This design comes from an exercise in tuning for small area and a short achievable clock period on the open sky130 flow, not from production work. No run shown here included a check of the RTL's function; only the layout flow was run. Power figures rest on the tool's default switching activity, not on a simulated workload.

## flow/design.v (module list and top-level ports; edited modules follow where they fit)
// module multiplier: 3617 lines
// module FA: 4 lines
// module FAX: 6 lines
// module HA: 4 lines
// module HAN: 4 lines
// module OR2: 3 lines
// module FA1: 4 lines
// module MAJ: 3 lines
// module BTWO: 3 lines
// module BSGN: 3 lines
// module PPSEL: 3 lines
// module PPSELN: 3 lines
// module INV: 3 lines
// module NAND2: 3 lines
// module NOR2: 3 lines
// module XOR2: 3 lines
// module XNOR2: 3 lines
// module AOI21: 3 lines
// module OAI21: 3 lines
// module CPA: 1076 lines
module multiplier (
    input clk,
    input rst,
    input start,
    input [31:0] A,
    input [31:0] B,
    input [7:0] Physical_address_in,
    input [31:0] PC_in,
    output [63:0] Product,
    output reg done,
    output reg [7:0] Physical_address_out,
    output reg [31:0] PC_out
);
  // ...
==> flow/flow/run.sh <==
#!/bin/bash
# Layout flow: the standard ORFS flow (standard.sh) with extra ORFS
# settings read from flow/knobs.txt (one VAR=value per line; @FLOW@ stands
# for this flow folder). Its output goes to standard.log.
set -euo pipefail
flowdir="$(pwd)/flow"
knobs=()
while IFS= read -r line; do
  [[ -z "$line" || "$line" == \#* ]] && continue
  knobs+=("${line//@FLOW@/$flowdir}")
done < flow/knobs.txt
bash standard.sh "${knobs[@]}" finish > standard.log 2>&1
==> flow/flow/downsize.tcl <==
# Start the layout from the smallest drive strength of every logic cell that
# synthesis sized up; the flow's timing repair then sizes up what needs it.
set n 0
foreach inst [[ord::get_db_block] getInsts] {
  set m [[$inst getMaster] getName]
  if {![regexp {^(sky130_fd_sc_hd__[a-z0-9]+)_([0-9]+)$} $m -> base size]} { continue }
  if {$size <= 1} { continue }
  if {[string match "*df*" $base] || [string match "*conb*" $base] || [string match "*clk*" $base] || [string match "*maj3*" $base]} { continue }
  set small [get_lib_cells -quiet ${base}_1]
  if {$small == ""} { continue }
  replace_cell [$inst getName] $small
  incr n
}
puts "downsize: $n cells set to drive strength 1"
==> flow/flow/knobs.txt <==
BUFFER_PORTS_ARGS=-buffer_cell sky130_fd_sc_hd__buf_1
PRE_FLOORPLAN_TCL=@FLOW@/downsize.tcl
==> flow/standard.sh <==
#!/bin/bash
# synth_recipe.tcl (not shown) runs the flow's synth.tcl, then flattens the netlist and writes it again
# the make line also repeats each setting of config.mk as NAME=value (left out here)
make -C /OpenROAD-flow-scripts/flow DESIGN_CONFIG=/design/flow/config.mk WORK_HOME=/design/flow/orfs CLKGATE_MAP_FILE= SYNTH_SCRIPT=/design/flow/synth_recipe.tcl "${@:-finish}"
==> flow/config.mk <==
export PLATFORM = sky130hd
export DESIGN_NAME = multiplier
export DESIGN_NICKNAME = multiplier
export VERILOG_FILES = /design/flow/design.v
export SDC_FILE = /design/flow/constraint.sdc
export NUM_CORES = 8
export LEC_CHECK = 0
export CAP_MARGIN = 20
export CORE_MARGIN = 2
export CORE_UTILIZATION = 40
export PLACE_DENSITY = 0.7
export SETUP_SLACK_MARGIN = 0.75
export SLEW_MARGIN = 20
export SYNTH_HIERARCHICAL = 1
export SYNTH_MINIMUM_KEEP_SIZE = 0
==> flow/constraint.sdc <==
create_clock -name core_clock -period 5.0 [get_ports {clk}]
set_input_delay 1.0000 -clock core_clock [delete_from_list [all_inputs] [get_ports {clk}]]
set_output_delay 1.0000 -clock core_clock [all_outputs]
set_load 0.01 [all_outputs]
==> results.toml, run 1 <==
[run_status]
status = "timing/DRC/antenna clean"

[placed_design]
io_buffers = 211
place_ws_ns = 0.3954
place_congestion = 0.9351

[timing]
tightestPinTransition_ns = 0.7937
layout_min_cycle_time_ns = 4.164
max_freq_mhz = 240.2
slew_headroom_pct = 47.09
fin_tns_setup_ns = 0

[global_route]
track_usage_pct = 25.43
grt.busiest_layer = "met2"

[die]
taps = 873
core-area_sq_mm = 0.06740
chipHeight_um = 265.3
pin_count = 212

[setup_path]
crit_slowest_cell = "dfxtp_2"
worstPathCellList = "xor2_1 > xor2_1 > xor2_1 > a21oi_2 > o21ai_2 > a21oi_2 > buf_6 > o21ai_4 > buf_6 > a21oi_1 > o21ai_1 > xor2_1 > clkbuf_2"
worstSetupStartpointType = "register"
critPathCapture = "Product[54]"
path_common_cell = "xor2_1"

[hold_path]
hp-start = "PC_in[15]"

[pwr]
powerComb_mw = 19.3
pg_clk_mw = 1.42
finalPower_mw = 23.43
intPower_mw = 11.16

[final_layout]
nClkBuffers = 17
seq_cells = 182
non_clock_buffer_count = 394

[clocking]
cts.path.max_buffers = 2
cts_setup_buffers = 9

[drt]
wl_met1_um = 37010
==> run 2, diff against run 1 <==
--- a/flow/design.v
+++ b/flow/design.v
@@ -6,16 +6,28 @@
     input [31:0] B,
     input [7:0] Physical_address_in,
     input [31:0] PC_in,
     output [63:0] Product,
     output reg done,
     output reg [7:0] Physical_address_out,
     output reg [31:0] PC_out
 );
+  reg r26_0;
+  reg r26_1;
+  reg r26_2;
+  reg r27_0;
+  reg r27_1;
+  reg r27_2;
+  reg r28_0;
+  reg r28_1;
+  reg r28_2;
+  reg r29_0;
+  reg r29_1;
+  reg r29_2;
   reg r30_0;
   reg r30_1;
   reg r30_2;
   reg r31_0;
   reg r31_1;
   reg r31_2;
   reg r32_0;
   reg r32_1;
@@ -48,16 +60,22 @@
   reg r41_1;
   reg r41_2;
   reg r42_0;
   reg r42_1;
   reg r42_2;
   reg r43_0;
   reg r43_1;
   reg r43_2;
+  reg r44_0;
+  reg r44_1;
+  reg r44_2;
+  reg r45_0;
+  reg r45_1;
+  reg r45_2;
   reg r0_0;
   reg r0_1;
   reg r1_0;
   reg r2_0;
   reg r2_1;
   reg r3_0;
   reg r3_1;
   reg r4_0;
@@ -99,30 +117,18 @@
   reg r22_0;
   reg r22_1;
   reg r23_0;
   reg r23_1;
   reg r24_0;
   reg r24_1;
   reg r25_0;
   reg r25_1;
-  reg r26_0;
-  reg r26_1;
-  reg r27_0;
-  reg r27_1;
-  reg r28_0;
-  reg r28_1;
-  reg r29_0;
-  reg r29_1;
-  reg r30_3;
-  reg r44_0;
-  reg r45_0;
-  reg r45_1;
+  reg r26_3;
   reg r46_0;
-  reg r46_1;
   reg r47_0;
   reg r47_1;
   reg r48_0;
   reg r48_1;
   reg r49_0;
   reg r49_1;
   reg r50_0;
   reg r50_1;
@@ -3145,23 +3151,23 @@
   FA u_206 (.a(c73), .b(s0), .c(c70), .s(s206), .co(c206));
   FA u_207 (.a(c71), .b(c72), .c(s74), .s(s207), .co(c207));
   FA u_208 (.a(s75), .b(s76), .c(s77), .s(s208), .co(c208));
   FA u_209 (.a(s1), .b(c74), .c(c75), .s(s209), .co(c209));
   FA u_210 (.a(c76), .b(c77), .c(s78), .s(s210), .co(c210));
   FA u_211 (.a(s79), .b(s80), .c(s81), .s(s211), .co(c211));
   FA u_212 (.a(c78), .b(c79), .c(c80), .s(s212), .co(c212));
   FA u_213 (.a(s82), .b(s83), .c(s84), .s(s213), .co(c213));
-  FAX u_214 (.a(s2), .b(c81), .c(s85), .s(s214), .co(c214));
+  FA u_214 (.a(s2), .b(c81), .c(s85), .s(s214), .co(c214));
   FA u_215 (.a(c82), .b(c83), .c(c84), .s(s215), .co(c215));
   FA u_216 (.a(s86), .b(s87), .c(s88), .s(s216), .co(c216));
-  FAX u_217 (.a(s4), .b(c85), .c(s89), .s(s217), .co(c217));
+  FA u_217 (.a(s4), .b(c85), .c(s89), .s(s217), .co(c217));
   FA u_218 (.a(c86), .b(c87), .c(c88), .s(s218), .co(c218));
   FA u_219 (.a(s90), .b(s91), .c(s7), .s(s219), .co(c219));
-  FAX u_220 (.a(s92), .b(c89), .c(s93), .s(s220), .co(c220));
+  FA u_220 (.a(s92), .b(c89), .c(s93), .s(s220), .co(c220));
   FA u_221 (.a(c90), .b(c91), .c(s94), .s(s221), .co(c221));
   FA u_222 (.a(s95), .b(s10), .c(c92), .s(s222), .co(c222));
   FA u_223 (.a(s96), .b(c93), .c(s97), .s(s223), .co(c223));
   FA u_224 (.a(c94), .b(c95), .c(s98), .s(s224), .co(c224));
   FA u_225 (.a(s99), .b(s14), .c(c96), .s(s225), .co(c225));
   FAX u_226 (.a(s100), .b(c97), .c(s101), .s(s226), .co(c226));
   FA u_227 (.a(c98), .b(c99), .c(s102), .s(s227), .co(c227));
   FA u_228 (.a(s18), .b(s103), .c(c100), .s(s228), .co(c228));
@@ -3193,20 +3199,20 @@
   FA u_254 (.a(c134), .b(c135), .c(c49), .s(s254), .co(c254));
   FA u_255 (.a(s138), .b(s139), .c(s140), .s(s255), .co(c255));
   FA u_256 (.a(c137), .b(c136), .c(s141), .s(s256), .co(c256));
   FA u_257 (.a(c138), .b(c139), .c(c140), .s(s257), .co(c257));
   FA u_258 (.a(c50), .b(s142), .c(s143), .s(s258), .co(c258));
   FA u_259 (.a(s144), .b(c141), .c(s145), .s(s259), .co(c259));
   FA u_260 (.a(c142), .b(c143), .c(c144), .s(s260), .co(c260));
   FA u_261 (.a(c52), .b(s146), .c(s147), .s(s261), .co(c261));
-  FAX u_262 (.a(s148), .b(s149), .c(c145), .s(s262), .co(c262));
+  FA u_262 (.a(s148), .b(s149), .c(c145), .s(s262), .co(c262));
   FA u_263 (.a(pp15_13), .b(s150), .c(c146), .s(s263), .co(c263));
   FA u_264 (.a(c147), .b(c148), .c(c149), .s(s264), .co(c264));
-  FAX u_265 (.a(s151), .b(s152), .c(s153), .s(s265), .co(c265));
+  FA u_265 (.a(s151), .b(s152), .c(s153), .s(s265), .co(c265));
   FA u_266 (.a(pp15_14), .b(c150), .c(s154), .s(s266), .co(c266));
   FA u_267 (.a(s157), .b(c151), .c(c152), .s(s267), .co(c267));
   FA u_268 (.a(c153), .b(s155), .c(s156), .s(s268), .co(c268));
   FA u_269 (.a(pp14_17), .b(pp15_15), .c(s158), .s(s269), .co(c269));
   FA u_270 (.a(c157), .b(c154), .c(c155), .s(s270), .co(c270));
   FA u_271 (.a(c156), .b(s159), .c(s160), .s(s271), .co(c271));
   FA u_272 (.a(pp13_20), .b(pp14_18), .c(pp15_16), .s(s272), .co(c272));
   FA u_273 (.a(s163), .b(c158), .c(s161), .s(s273), .co(c273));
@@ -3267,25 +3273,25 @@
   FA u_327 (.a(c194), .b(s197), .c(c195), .s(s327), .co(c327));
   FA u_328 (.a(s198), .b(c196), .c(s199), .s(s328), .co(c328));
   FA u_329 (.a(c197), .b(s200), .c(c198), .s(s329), .co(c329));
   FA u_330 (.a(c199), .b(s201), .c(s202), .s(s330), .co(c330));
   FA u_331 (.a(c200), .b(s203), .c(c201), .s(s331), .co(c331));
   FAX u_332 (.a(c202), .b(s204), .c(s205), .s(s332), .co(c332));
   FAX u_333 (.a(c203), .b(c204), .c(s206), .s(s333), .co(c333));
   FAX u_334 (.a(c205), .b(s207), .c(s208), .s(s334), .co(c334));
-  FAX u_335 (.a(c206), .b(c207), .c(c208), .s(s335), .co(c335));
-  FAX u_336 (.a(s209), .b(s210), .c(s211), .s(s336), .co(c336));
-  FAX u_337 (.a(c209), .b(c210), .c(s212), .s(s337), .co(c337));
-  FAX u_338 (.a(s214), .b(s213), .c(c211), .s(s338), .co(c338));
-  FAX u_339 (.a(c212), .b(c213), .c(s215), .s(s339), .co(c339));
-  FAX u_340 (.a(s216), .b(s217), .c(c214), .s(s340), .co(c340));
-  FAX u_341 (.a(c215), .b(c216), .c(s218), .s(s341), .co(c341));
-  FAX u_342 (.a(s219), .b(s220), .c(c217), .s(s342), .co(c342));
-  FAX u_343 (.a(c218), .b(c219), .c(s221), .s(s343), .co(c343));
+  FA u_335 (.a(c206), .b(c207), .c(c208), .s(s335), .co(c335));
+  FA u_336 (.a(s209), .b(s210), .c(s211), .s(s336), .co(c336));
+  FA u_337 (.a(c209), .b(c210), .c(s212), .s(s337), .co(c337));
+  FA u_338 (.a(s213), .b(c211), .c(s214), .s(s338), .co(c338));
+  FA u_339 (.a(c212), .b(c213), .c(s215), .s(s339), .co(c339));
+  FA u_340 (.a(s216), .b(c214), .c(s217), .s(s340), .co(c340));
+  FA u_341 (.a(c215), .b(c216), .c(s218), .s(s341), .co(c341));
+  FAX u_342 (.a(s219), .b(c217), .c(s220), .s(s342), .co(c342));
+  FA u_343 (.a(c218), .b(c219), .c(s221), .s(s343), .co(c343));
   FAX u_344 (.a(s222), .b(c220), .c(s223), .s(s344), .co(c344));
   FA u_345 (.a(c221), .b(s224), .c(s225), .s(s345), .co(c345));
   FAX u_346 (.a(c222), .b(s226), .c(c223), .s(s346), .co(c346));
   FA u_347 (.a(c224), .b(s227), .c(s228), .s(s347), .co(c347));
   FAX u_348 (.a(c225), .b(s229), .c(c226), .s(s348), .co(c348));
   FAX u_349 (.a(c227), .b(s230), .c(s231), .s(s349), .co(c349));
   FAX u_350 (.a(c228), .b(s232), .c(c229), .s(s350), .co(c350));
   FAX u_351 (.a(c230), .b(s233), .c(s234), .s(s351), .co(c351));
@@ -3302,22 +3308,22 @@
   FAX u_362 (.a(c246), .b(c247), .c(s250), .s(s362), .co(c362));
   FAX u_363 (.a(c248), .b(s251), .c(s252), .s(s363), .co(c363));
   FAX u_364 (.a(c249), .b(c250), .c(s253), .s(s364), .co(c364));
   FA u_365 (.a(c251), .b(s254), .c(c252), .s(s365), .co(c365));
   FA u_366 (.a(s255), .b(c253), .c(s256), .s(s366), .co(c366));
   FA u_367 (.a(c254), .b(c255), .c(s257), .s(s367), .co(c367));
   FA u_368 (.a(s258), .b(c256), .c(s259), .s(s368), .co(c368));
   FA u_369 (.a(c257), .b(c258), .c(s260), .s(s369), .co(c369));
-  FA u_370 (.a(s261), .b(s262), .c(c259), .s(s370), .co(c370));
+  FAX u_370 (.a(s261), .b(c259), .c(s262), .s(s370), .co(c370));
   FA u_371 (.a(c260), .b(s263), .c(c261), .s(s371), .co(c371));
-  FAX u_372 (.a(s265), .b(s264), .c(c262), .s(s372), .co(c372));
+  FA u_372 (.a(s264), .b(s265), .c(c262), .s(s372), .co(c372));
   FA u_373 (.a(c263), .b(c264), .c(s266), .s(s373), .co(c373));
-  FAX u_374 (.a(c265), .b(s267), .c(s268), .s(s374), .co(c374));
-  FAX u_375 (.a(c267), .b(c266), .c(s269), .s(s375), .co(c375));
+  FA u_374 (.a(c265), .b(s267), .c(s268), .s(s374), .co(c374));
+  FA u_375 (.a(c267), .b(c266), .c(s269), .s(s375), .co(c375));
   FAX u_376 (.a(s270), .b(c268), .c(s271), .s(s376), .co(c376));
   FA u_377 (.a(s272), .b(c270), .c(c269), .s(s377), .co(c377));
   FA u_378 (.a(s273), .b(c271), .c(s274), .s(s378), .co(c378));
   FA u_379 (.a(c272), .b(s275), .c(s276), .s(s379), .co(c379));
   FA u_380 (.a(c273), .b(c274), .c(s277), .s(s380), .co(c380));
   FA u_381 (.a(c275), .b(s278), .c(s279), .s(s381), .co(c381));
   FA u_382 (.a(c276), .b(c277), .c(s280), .s(s382), .co(c382));
   FA u_383 (.a(c278), .b(s281), .c(s282), .s(s383), .co(c383));
@@ -3359,37 +3365,37 @@
   FA u_418 (.a(c317), .b(s319), .c(c318), .s(s418), .co(c418));
   FA u_419 (.a(c319), .b(s321), .c(c320), .s(s419), .co(c419));
   FAX u_420 (.a(c321), .b(s323), .c(c322), .s(s420), .co(c420));
   FAX u_421 (.a(c323), .b(s325), .c(c324), .s(s421), .co(c421));
   FAX u_422 (.a(c325), .b(s327), .c(c326), .s(s422), .co(c422));
   FAX u_423 (.a(c327), .b(s329), .c(c328), .s(s423), .co(c423));
   FAX u_424 (.a(c329), .b(s331), .c(c330), .s(s424), .co(c424));
   FAX u_425 (.a(c331), .b(s333), .c(c332), .s(s425), .co(c425));
-  FAX u_426 (.a(c333), .b(s335), .c(c334), .s(s426), .co(c426));
-  FAX u_427 (.a(c335), .b(s337), .c(c336), .s(s427), .co(c427));
-  FAX u_428 (.a(c337), .b(s339), .c(c338), .s(s428), .co(c428));
+  FAX u_426 (.a(c333), .b(c334), .c(s335), .s(s426), .co(c426));
+  FA u_427 (.a(c335), .b(s337), .c(c336), .s(s427), .co(c427));
+  FA u_428 (.a(c337), .b(s339), .c(c338), .s(s428), .co(c428));
   FAX u_429 (.a(c339), .b(s341), .c(c340), .s(s429), .co(c429));
   FAX u_430 (.a(c341), .b(s343), .c(c342), .s(s430), .co(c430));
   FAX u_431 (.a(c343), .b(s345), .c(c344), .s(s431), .co(c431));
   FAX u_432 (.a(c345), .b(c346), .c(s347), .s(s432), .co(c432));
   FAX u_433 (.a(s349), .b(c347), .c(c348), .s(s433), .co(c433));
   FAX u_434 (.a(s351), .b(c349), .c(c350), .s(s434), .co(c434));
   FAX u_435 (.a(c351), .b(c352), .c(s353), .s(s435), .co(c435));
   FAX u_436 (.a(s355), .b(c353), .c(c354), .s(s436), .co(c436));
   FAX u_437 (.a(s357), .b(c355), .c(c356), .s(s437), .co(c437));
   FAX u_438 (.a(s359), .b(c357), .c(c358), .s(s438), .co(c438));
   FAX u_439 (.a(s361), .b(c359), .c(c360), .s(s439), .co(c439));
   FAX u_440 (.a(s363), .b(c361), .c(c362), .s(s440), .co(c440));
   FAX u_441 (.a(c364), .b(c363), .c(s365), .s(s441), .co(c441));
   FAX u_442 (.a(s367), .b(c365), .c(c366), .s(s442), .co(c442));
   FAX u_443 (.a(c367), .b(s369), .c(s370), .s(s443), .co(c443));
-  FAX u_444 (.a(c369), .b(s372), .c(s371), .s(s444), .co(c444));
-  FAX u_445 (.a(c371), .b(s374), .c(s373), .s(s445), .co(c445));
-  FAX u_446 (.a(s375), .b(c373), .c(c374), .s(s446), .co(c446));
+  FAX u_444 (.a(c369), .b(s371), .c(s372), .s(s444), .co(c444));
+  FA u_445 (.a(c371), .b(s373), .c(s374), .s(s445), .co(c445));
+  FAX u_446 (.a(c373), .b(s375), .c(c374), .s(s446), .co(c446));
   FAX u_447 (.a(c375), .b(s377), .c(c376), .s(s447), .co(c447));
   FAX u_448 (.a(c377), .b(c378), .c(s379), .s(s448), .co(c448));
   FAX u_449 (.a(c379), .b(c380), .c(s381), .s(s449), .co(c449));
   FAX u_450 (.a(s383), .b(c381), .c(s384), .s(s450), .co(c450));
   FAX u_451 (.a(c383), .b(s385), .c(s386), .s(s451), .co(c451));
   FA u_452 (.a(c385), .b(s387), .c(s388), .s(s452), .co(c452));
   FA u_453 (.a(c387), .b(s389), .c(s390), .s(s453), .co(c453));
   FA u_454 (.a(c389), .b(c390), .c(s391), .s(s454), .co(c454));
@@ -3422,37 +3428,37 @@
   FA u_480 (.a(s322), .b(c418), .c(s419), .s(s480), .co(c480));
   FAX u_481 (.a(s324), .b(c419), .c(s420), .s(s481), .co(c481));
   FAX u_482 (.a(s326), .b(s421), .c(c420), .s(s482), .co(c482));
   FAX u_483 (.a(s328), .b(s422), .c(c421), .s(s483), .co(c483));
   FAX u_484 (.a(s330), .b(s423), .c(c422), .s(s484), .co(c484));
   FAX u_485 (.a(s332), .b(s424), .c(c423), .s(s485), .co(c485));
   FAX u_486 (.a(s334), .b(s425), .c(c424), .s(s486), .co(c486));
   FAX u_487 (.a(s336), .b(c425), .c(s426), .s(s487), .co(c487));
-  FAX u_488 (.a(s338), .b(c426), .c(s427), .s(s488), .co(c488));
-  FAX u_489 (.a(s340), .b(s428), .c(c427), .s(s489), .co(c489));
-  FAX u_490 (.a(s342), .b(s429), .c(c428), .s(s490), .co(c490));
-  FAX u_491 (.a(s344), .b(s430), .c(c429), .s(s491), .co(c491));
+  FAX u_488 (.a(r26_0), .b(r26_1), .c(r26_2), .s(s488), .co(c488));
+  FAX u_489 (.a(r27_0), .b(r27_1), .c(r27_2), .s(s489), .co(c489));
+  FAX u_490 (.a(r28_0), .b(r28_1), .c(r28_2), .s(s490), .co(c490));
+  FAX u_491 (.a(r29_0), .b(r29_1), .c(r29_2), .s(s491), .co(c491));
   FAX u_492 (.a(r30_0), .b(r30_1), .c(r30_2), .s(s492), .co(c492));
   FAX u_493 (.a(r31_0), .b(r31_1), .c(r31_2), .s(s493), .co(c493));
   FAX u_494 (.a(r32_0), .b(r32_1), .c(r32_2), .s(s494), .co(c494));
   FAX u_495 (.a(r33_0), .b(r33_1), .c(r33_2), .s(s495), .co(c495));
   FAX u_496 (.a(r34_0), .b(r34_1), .c(r34_2), .s(s496), .co(c496));
   FAX u_497 (.a(r35_0), .b(r35_1), .c(r35_2), .s(s497), .co(c497));
   FAX u_498 (.a(r36_0), .b(r36_1), .c(r36_2), .s(s498), .co(c498));
   FAX u_499 (.a(r37_0), .b(r37_1), .c(r37_2), .s(s499), .co(c499));
   FAX u_500 (.a(r38_0), .b(r38_1), .c(r38_2), .s(s500), .co(c500));
   FAX u_501 (.a(r39_0), .b(r39_1), .c(r39_2), .s(s501), .co(c501));
   FAX u_502 (.a(r40_0), .b(r40_1), .c(r40_2), .s(s502), .co(c502));
   FAX u_503 (.a(r41_0), .b(r41_1), .c(r41_2), .s(s503), .co(c503));
   FAX u_504 (.a(r42_0), .b(r42_1), .c(r42_2), .s(s504), .co(c504));
   FAX u_505 (.a(r43_0), .b(r43_1), .c(r43_2), .s(s505), .co(c505));
-  FAX u_506 (.a(c372), .b(s445), .c(c444), .s(s506), .co(c506));
-  FAX u_507 (.a(s376), .b(s446), .c(c445), .s(s507), .co(c507));
-  FAX u_508 (.a(s378), .b(c446), .c(s447), .s(s508), .co(c508));
+  FAX u_506 (.a(r44_0), .b(r44_1), .c(r44_2), .s(s506), .co(c506));
+  FAX u_507 (.a(r45_0), .b(r45_1), .c(r45_2), .s(s507), .co(c507));
+  FAX u_508 (.a(s378), .b(s447), .c(c446), .s(s508), .co(c508));
   FAX u_509 (.a(s380), .b(c447), .c(s448), .s(s509), .co(c509));
   FAX u_510 (.a(s382), .b(c448), .c(s449), .s(s510), .co(c510));
   FAX u_511 (.a(c382), .b(c449), .c(s450), .s(s511), .co(c511));
   FAX u_512 (.a(c384), .b(s451), .c(c450), .s(s512), .co(c512));
   FAX u_513 (.a(c386), .b(c451), .c(s452), .s(s513), .co(c513));
   FA u_514 (.a(c388), .b(s453), .c(c452), .s(s514), .co(c514));
   FA u_515 (.a(s392), .b(c453), .c(s454), .s(s515), .co(c515));
   FA u_516 (.a(s394), .b(c454), .c(s455), .s(s516), .co(c516));
@@ -3464,16 +3470,28 @@
   FA u_522 (.a(c403), .b(s461), .c(c460), .s(s522), .co(c522));
   FA u_523 (.a(pp15_31), .b(s462), .c(c461), .s(s523), .co(c523));
   FA u_524 (.a(s463), .b(pp15_32), .c(c462), .s(s524), .co(c524));
   FA u_525 (.a(sgn15), .b(pp16_31), .c(c463), .s(s525), .co(c525));
   always @(posedge clk) begin
     done <= start & ~rst;
     Physical_address_out <= Physical_address_in;
     PC_out <= PC_in;
+    r26_0 <= c426;
+    r26_1 <= s427;
+    r26_2 <= s338;
+    r27_0 <= c427;
+    r27_1 <= s428;
+    r27_2 <= s340;
+    r28_0 <= c428;
+    r28_1 <= s429;
+    r28_2 <= s342;
+    r29_0 <= c429;
+    r29_1 <= s430;
+    r29_2 <= s344;
     r30_0 <= c430;
     r30_1 <= s431;
     r30_2 <= s346;
     r31_0 <= c431;
     r31_1 <= s432;
     r31_2 <= s348;
     r32_0 <= c432;
     r32_1 <= s433;
@@ -3506,16 +3524,22 @@
     r41_1 <= s442;
     r41_2 <= s368;
     r42_0 <= c442;
     r42_1 <= s443;
     r42_2 <= c368;
     r43_0 <= c443;
     r43_1 <= s444;
     r43_2 <= c370;
+    r44_0 <= c444;
+    r44_1 <= s445;
+    r44_2 <= c372;
+    r45_0 <= c445;
+    r45_1 <= s446;
+    r45_2 <= s376;
     r0_0 <= ns0;
     r0_1 <= pp0_0;
     r1_0 <= pp0_1;
     r2_0 <= s464;
     r2_1 <= pp1_0;
     r3_0 <= c464;
     r3_1 <= s465;
     r4_0 <= c465;
@@ -3557,30 +3581,18 @@
     r22_0 <= c483;
     r22_1 <= s484;
     r23_0 <= c484;
     r23_1 <= s485;
     r24_0 <= c485;
     r24_1 <= s486;
     r25_0 <= c486;
     r25_1 <= s487;
-    r26_0 <= c487;
-    r26_1 <= s488;
-    r27_0 <= c488;
-    r27_1 <= s489;
-    r28_0 <= c489;
-    r28_1 <= s490;
-    r29_0 <= c490;
-    r29_1 <= s491;
-    r30_3 <= c491;
-    r44_0 <= s506;
-    r45_0 <= c506;
-    r45_1 <= s507;
-    r46_0 <= c507;
-    r46_1 <= s508;
+    r26_3 <= c487;
+    r46_0 <= s508;
     r47_0 <= c508;
     r47_1 <= s509;
     r48_0 <= c509;
     r48_1 <= s510;
     r49_0 <= c510;
     r49_1 <= s511;
     r50_0 <= c511;
     r50_1 <= s512;
@@ -3606,18 +3618,18 @@
     r60_1 <= s522;
     r61_0 <= c522;
     r61_1 <= s523;
     r62_0 <= c523;
     r62_1 <= s524;
     r63_0 <= c524;
     r63_1 <= s525;
   end
-  wire [63:0] X = {r63_0, r62_0, r61_0, r60_0, r59_0, r58_0, r57_0, r56_0, r55_0, r54_0, r53_0, r52_0, r51_0, r50_0, r49_0, r48_0, r47_0, r46_0, r45_0, r44_0, c504, c503, c502, c501, c500, c499, c498, c497, c496, c495, c494, c493, c492, r30_3, r29_0, r28_0, r27_0, r26_0, r25_0, r24_0, r23_0, r22_0, r21_0, r20_0, r19_0, r18_0, r17_0, r16_0, r15_0, r14_0, r13_0, r12_0, r11_0, r10_0, r9_0, r8_0, r7_0, r6_0, r5_0, r4_0, r3_0, r2_0, r1_0, r0_0};
-  wire [63:0] Y = {r63_1, r62_1, r61_1, r60_1, r59_1, r58_1, r57_1, r56_1, r55_1, r54_1, r53_1, r52_1, r51_1, r50_1, r49_1, r48_1, r47_1, r46_1, r45_1, c505, s505, s504, s503, s502, s501, s500, s499, s498, s497, s496, s495, s494, s493, s492, r29_1, r28_1, r27_1, r26_1, r25_1, r24_1, r23_1, r22_1, r21_1, r20_1, r19_1, r18_1, r17_1, r16_1, r15_1, r14_1, r13_1, r12_1, r11_1, r10_1, r9_1, r8_1, r7_1, r6_1, r5_1, r4_1, r3_1, r2_1, 1'b1, r0_1};
+  wire [63:0] X = {r63_0, r62_0, r61_0, r60_0, r59_0, r58_0, r57_0, r56_0, r55_0, r54_0, r53_0, r52_0, r51_0, r50_0, r49_0, r48_0, r47_0, r46_0, c506, c505, c504, c503, c502, c501, c500, c499, c498, c497, c496, c495, c494, c493, c492, c491, c490, c489, c488, r26_3, r25_0, r24_0, r23_0, r22_0, r21_0, r20_0, r19_0, r18_0, r17_0, r16_0, r15_0, r14_0, r13_0, r12_0, r11_0, r10_0, r9_0, r8_0, r7_0, r6_0, r5_0, r4_0, r3_0, r2_0, r1_0, r0_0};
+  wire [63:0] Y = {r63_1, r62_1, r61_1, r60_1, r59_1, r58_1, r57_1, r56_1, r55_1, r54_1, r53_1, r52_1, r51_1, r50_1, r49_1, r48_1, r47_1, c507, s507, s506, s505, s504, s503, s502, s501, s500, s499, s498, s497, s496, s495, s494, s493, s492, s491, s490, s489, s488, r25_1, r24_1, r23_1, r22_1, r21_1, r20_1, r19_1, r18_1, r17_1, r16_1, r15_1, r14_1, r13_1, r12_1, r11_1, r10_1, r9_1, r8_1, r7_1, r6_1, r5_1, r4_1, r3_1, r2_1, 1'b1, r0_1};
   CPA u_cpa (.x(X), .y(Y), .s(Product));
 endmodule
 module FA (input a, input b, input c, output s, output co);
   assign s = a ^ b ^ c;
   assign co = (a & b) | (a & c) | (b & c);
 endmodule
 module FAX (input a, input b, input c, output s, output co);
   wire t;
==> results.toml, run 2 <==
[final_layout]
post-route-cell-area_sq_mm = 0.03169
final_cell_mix = "804 x xor2_1, 528 x a22oi_1, 377 x fa_1"
mostFrequentLayoutCell = "xor2_1"
final_net_count = 3653
registers.top_by_ff_count = "PC_out"
fin_cells = 4047
largest_register_ffs = 32
fillers = 6342
drive_gt1_share_pct = 12.58
reg_top3 = "PC_out (32), Physical_address_out (8)"
seq_area_sq_mm = 0.003779
multi_input_area_sq_mm = 0.02353

[timing]
min_period_over_period_pct = 82.85
layout_min_cycle_time_ns = 4.143
rsz0062_at_grt = "true"
setup_violations = 0
finalMaxSlewViolations = 0
hold_viol = 0
max_freq_mhz = 241.4
slew_headroom_pct = 44.18
fin_tns_setup_ns = 0
tightestPinTransition_ns = 0.8355

[setup_path]
path_common_cell = "a21oi_1"
cp_max_fo = 15
worstSetupStartpointType = "register"
slowest_delay_ns = 0.35
worstSetupPathDepth = 13
endpoint_kind = "primary output"
cp.arrival_ns = 3.14
path_delay_family = "compound AO/OA/AOI/OAI gates"
path_class = "reg -> out"
crit_required_ns = 4.00
cp.buffers_inverters = 3
crit_slowest_cell = "dfxtp_1"
worstPathCellList = "xor2_1 > xor2_1 > xor2_2 > a21oi_1 > o21ai_1 > a21oi_1 > o21ai_1 > a21oi_2 > inv_1 > buf_12 > a21oi_1 > xnor2_1 > buf_1"

[drt]
routed_wl_um = 89450
firstDrtPassIters = 7
drc = 0
avgRoutedWirePerCell_um = 22.10
via_per_inst = 5.811
via_count = 23519
drtAntennaViolNets = 0
drtIter0Drc = 2548

[clocking]
htreeDepth = 4
path_clk_slew_ns = 0.10
cts-root-buf = "clkbuf_16"
postCtsHoldBufs = 0
clock-sinks = 188
cts.path.max_buffers = 2
numCtsBuffers = 17
cts_tree = "built"

[job]
cap_viol_max_count = 0

[global_route]
grt_pass1_wl_um = 136300
grt_pass1_vias = 23491
antenna_found_initial = 10
grt.overflow.total = 0
track_usage_pct = 25.21
grt_max_degree = 32

[placed_design]
numPlacedInstances = 3988
place_hpwl_um = 71100
place_congestion = 0.9628
io_buffers = 211
dpl_cell_area_sq_mm = 0.03053

[logic_synthesis]
yosys_warnings = 7
syn-instance-count = 2735

[die]
pin_count = 212
initial_utilization_pct = 40.48
core-area_sq_mm = 0.06740
die_x_um = 265.2
fp-row-count = 95
chipHeight_um = 265.2
die_area_sq_mm = 0.07030

[run_status]
status = "timing/DRC/antenna clean"

[hold_path]
holdCritPathClass = "in -> reg"
hold_path_depth = 1

[pwr]
pwr_density_cell_mw_per_mm2 = 738.1
leakage_nw = 11.86
finalPower_mw = 23.39
vdd_drop_max_mv = 0.4833
## run 2: changes by cell type in the layout (fill, tap and decap cells not counted), moves of 5 or more
cell / change
a21oi_2: -6
dfxtp_2: +8
xor2_2: +8
xor2_1: -44
fa_1: +18
nand2_2: +5
inv_12: +6
buf_4: +9
a21oi_1: +6
maj3_2: -18
buf_1: +10
buf_2: -7
## run 2: routing by layer
layer / global-route usage [%] / wire, um / part of all wire [%]
met3: 5.517 / 7780 / 8.7
met1: 32.71 / 36570 / 41
met4: 9.620 / 2991 / 3.3
met2: 41.14 / 42010 / 47
met5: 0 / 99 / 0.11
## run 2: path summary, 6_finish.rpt
path	from	end	slack [ns]
setup / recovery	r29_0	Product[48]	0.86
hold / removal	PC_in[4]	PC_out[4]	0.57
## run 2: layout make-up
class	instances	area share, %
timing repair buffer	401	7.451
multi-input combinational	2477	74.25
antenna	3	0.02369
clock inverter	15	0.6713
sequential	188	11.92
inverter	73	0.8845
clock buffer	17	1.343
tap	873	3.447
## run 2: stage by stage
| step | utilization, % | hold slack (ns) | setup slack (ns) |
|---|---|---|---|
| floorplan | - | 1.028 | 0.7979 |
| global placement | 45.30 | 1.093 | 0.4794 |
| detailed placement | 45.30 | 1.093 | 0.4250 |
| CTS | 46.48 | 0.5261 | 0.7329 |
| global route | 47.02 | 0.5345 | 0.6615 |
| finish | 47.02 | 0.5707 | 0.8575 |
## run 2: timing repair
| action | in CTS | in global routing |
|---|---|---|
| pin swaps | 14 | 44 |
| resized for setup | 25 | 62 |
| endpoints found under the setup margin | 32 | 31 |
| buffers inserted | 5 | 19 |
## run 2: power by group
group / leakage (nW) / total [mW] / internal, mW / switching [mW]
registers: 1.58 / 2.77 / 2.35 / 0.418
clock network: 0.308 / 1.50 / 0.704 / 0.793
logic: 9.97 / 19.1 / 8.02 / 11.1

[static timing again, ports no longer ideal]
No port has a modelled driver above. Below, the same layouts with a new extraction and two added sets of constraints.
Step 1 sets driving cells, clkbuf_16 on the clock port and buf_2 on the other inputs (assumed; they add their load-dependent delay and slew).
Step 2 times the ports against the registers' clock, not the clock port: input delays grow and output delays shrink by t, the midpoint of the rising clock arrivals with the driver on.
Slacks: no drivers / after step 1 / after step 2; pairs: no drivers / after step 1.
| run | t (ns) | slack for setup (ns) | hold WS [ns] | worst register clock-pin slew, ns |
|---|---|---|---|---|
| run 1 | 0.571 | 0.836 / 0.772 / 0.328 | 0.561 / 0.520 / 1.091 | 0.09 / 0.09 |
| run 2 | 0.567 | 0.857 / 0.794 / 0.316 | 0.571 / 0.535 / 1.101 | 0.10 / 0.10 |
After both steps setup and hold are still met in every run listed. The setup slack of run 2, which loses most, moves by -0.063 ns with the drivers and by -0.541 ns with both steps.
